Background: an optimization exercise with open tools, aiming at small area, a short achievable clock period and few clock cycles. Do not read the settings as production practice.

## red
==> flow/design.v <==
`timescale 1 ns/1 ns
module Tresholding(Go, P_Addr, P_Data, B_Addr, I_RW, I_En, O_RW, O_En, Done, T_Out, Clk, Rst);
	input Go;
	input [7:0] P_Data;
	output reg [16:0] P_Addr, B_Addr;
	output [7:0] T_Out;
	output I_RW, O_RW;
	output reg I_En, O_En, Done;
	input Clk, Rst;
	localparam K  = 10;          
	localparam L  = K + 4;       
	localparam NS = 320 / K;     
	localparam RW = 4;             
	assign I_RW = 1'b0;
	assign O_RW = 1'b1;
	reg         busy;            
	reg         run;             
	reg [RW-1:0] r;              
	reg [7:0]   cc;              
	reg [5:0]   s;               
	wire start   = Go & (~busy | Done);
	wire r_last  = (r == L-1);
	wire s_last  = (s == NS-1);
	wire c_end   = s_last ? (cc == 8'd241) : (cc == 8'd239);
	wire f_last  = r_last & s_last & (cc == 8'd241);
	wire rd_ok   = run & (cc < 8'd240) & ~((s == 0) & (r < 2)) & ~(s_last & (r >= L-2));
	wire ov      = run & (r >= 4) & ((cc >= 8'd2) | (s != 0));
	wire o_rlast = r_last;
	wire o_c239  = (cc == 8'd1) | (cc == 8'd241);
	wire [2:0] mcode = (cc == 8'd0) ? 3'd1 : (cc == 8'd1) ? 3'd2 : (cc == 8'd2) ? 3'd3 :
	                   (cc == 8'd3) ? 3'd4 : 3'd0;
	always @(posedge Clk) begin
		if (Rst) begin
			busy <= 1'b0;
			run  <= 1'b0;
		end else begin
			if (start) begin
				busy <= 1'b1;
				run  <= 1'b1;
			end else begin
				if (Done) busy <= 1'b0;
				if (f_last) run <= 1'b0;
			end
		end
	end
	always @(posedge Clk) begin
		if (start) begin
			r  <= 0;
			cc <= 0;
			s  <= 0;
		end else if (run) begin
			if (r_last) begin
				r <= 0;
				if (c_end) begin
					cc <= 0;
					s  <= s + 1'b1;
				end else
					cc <= cc + 1'b1;
			end else
				r <= r + 1'b1;
		end
	end
	always @(posedge Clk) begin
		if (start)
			P_Addr <= 17'd479;
		else if (r != 0)
			P_Addr <= P_Addr + 17'd240;
		else if (cc != 0)
			P_Addr <= P_Addr - (17'd240*(L-1) - 17'd1);
		else
			P_Addr <= P_Addr - 17'd959;
	end
	reg       rv;
	reg [3:0] m1, m2;                
	reg [3:0] ov1, ov2, ov3, ov4;    
	reg       o_rl5, o_c5;
	always @(posedge Clk) begin
		if (Rst) begin
			I_En <= 1'b0;
			rv   <= 1'b0;
			ov1 <= 0; ov2 <= 0; ov3 <= 0; ov4 <= 0;
			O_En <= 1'b0;
			Done <= 1'b0;
		end else begin
			I_En <= rd_ok;
			rv   <= I_En;
			ov1  <= {f_last, o_c239, o_rlast, ov};
			ov2  <= ov1;
			ov3  <= ov2;
			ov4  <= ov3;
			O_En <= ov4[0];
			Done <= ov4[3];
		end
	end
	always @(posedge Clk) begin
		m1 <= {(cc == 8'd0) | (cc == 8'd1), (cc == 8'd1), (cc == 8'd2), (cc == 8'd2) | (cc == 8'd3)};
		m2 <= m1;
		o_rl5 <= ov4[1];
		o_c5  <= ov4[2];
	end
	always @(posedge Clk) begin
		if (start)
			B_Addr <= 17'd0;
		else if (O_En) begin
			if (~o_rl5)
				B_Addr <= B_Addr + 17'd240;
			else if (~o_c5)
				B_Addr <= B_Addr - (17'd240*(K-1) - 17'd1);
			else
				B_Addr <= B_Addr + 17'd1;
		end
	end
	localparam N = 4*L;
	reg [7:0] sr [0:N-1];
	wire [7:0] din = rv ? P_Data : 8'd0;
	integer i;
	always @(posedge Clk) begin
		sr[0] <= din;
		for (i = 1; i < N; i = i + 1)
			sr[i] <= sr[i-1];
	end
	wire [7:0] x4 = m2[3] ? 8'd0 : din;
	wire [7:0] x3 = m2[2] ? 8'd0 : sr[L-1];
	wire [7:0] x2 = sr[2*L-1];
	wire [7:0] x1 = m2[1] ? 8'd0 : sr[3*L-1];
	wire [7:0] x0 = m2[0] ? 8'd0 : sr[4*L-1];
	reg [8:0] a04, a13;
	reg [7:0] c2;
	always @(posedge Clk) begin
		a04 <= x0 + x4;
		a13 <= x1 + x3;
		c2  <= x2;
	end
	reg [12:0] G;
	reg [16:0] X3;
	reg [7:0]  c2d;
	always @(posedge Clk) begin
		G   <= a04 + {a13, 2'b00} + {c2, 3'b000} - c2;
		X3  <= {~c2, 8'd0} + {~c2, 3'd0} - {a13, 1'b0} - 17'd2040;
		c2d <= c2;
	end
	reg [12:0] Q1;
	reg [14:0] Q2;
	reg [16:0] Q3, Q4;
	wire [17:0] acc = Q4 + G;
	reg  t;
	always @(posedge Clk) begin
		Q1 <= G;
		Q2 <= Q1 + {G, 2'b00} - {c2d, 1'b0};
		Q3 <= Q2 + {G, 3'b000} - G + X3;
		Q4 <= Q3 + {G, 2'b00} - {c2d, 1'b0};
		t  <= acc[17] | acc[16];
	end
	assign T_Out = {8{t}};
endmodule
Settings: LEC_CHECK=0, CAP_MARGIN=20, CORE_MARGIN=2, CORE_UTILIZATION=40, SLEW_MARGIN=20; clock period 8.0 ns.
run.sh (not shown) runs the stock make flow with config.mk's settings and CLKGATE_MAP_FILE= SYNTH_SCRIPT=/design/flow/synth_recipe.tcl, a recipe that flattens the netlist after the stock synthesis.
red went all the way through synthesis, placement and routing and the layout is clean on timing, DRC and antenna.
Changes in blue relative to red:
diff --git a/flow/design.v b/flow/design.v
--- a/flow/design.v
+++ b/flow/design.v
@@ -6,9 +6,9 @@
 	output [7:0] T_Out;
 	output I_RW, O_RW;
 	output reg I_En, O_En, Done;
 	input Clk, Rst;
-	localparam K  = 10;          
+	localparam K  = 8;           
 	localparam L  = K + 4;       
 	localparam NS = 320 / K;     
 	localparam RW = 4;             
 	assign I_RW = 1'b0;
Findings:
Per the final summary, blue finished and its layout is clean on timing, DRC and antenna. Relative to red, the count of clock-buffer cells in the layout of blue is lower by 9. | overall routing resource usage | red vs blue | ≈ equal |. The run with more setup slack is blue; red has less. Sequential cell count of the final layout went down by a little under 10% going from red to blue. Summary — clock period minus worst slack, blue relative to red: lower, by 0.51 ns. blue drops fewer vias than red.
Function was not checked in any run of this note: the RTL went through the layout flow alone.

static timing again, ports no longer ideal:
The flow's constraints put no driver on any port. The routed layouts listed below were extracted and timed again, unchanged, in two steps.
Step 1, drivers: a clkbuf_16 drives Clk and a buf_2 each remaining input, both assumed.
Step 2 also shifts input and output timing later by t, the mid clock arrival at the registers, as if the neighbouring blocks saw the same clock.
Three values: ideal, step 1, step 2; two values: the first two.
run | t (ns) | slack for setup (ns) | hold WS [ns]
red | 0.673 | 3.971 / 3.971 / 3.971 | 0.322 / 0.322 / 0.322
blue | 0.647 | 4.485 / 4.431 / 4.157 | 0.300 / 0.300 / 0.300
After both steps every run listed still meets setup and hold. The setup slack of blue, which loses most, moves by -0.054 ns with the drivers and by -0.328 ns with both steps.
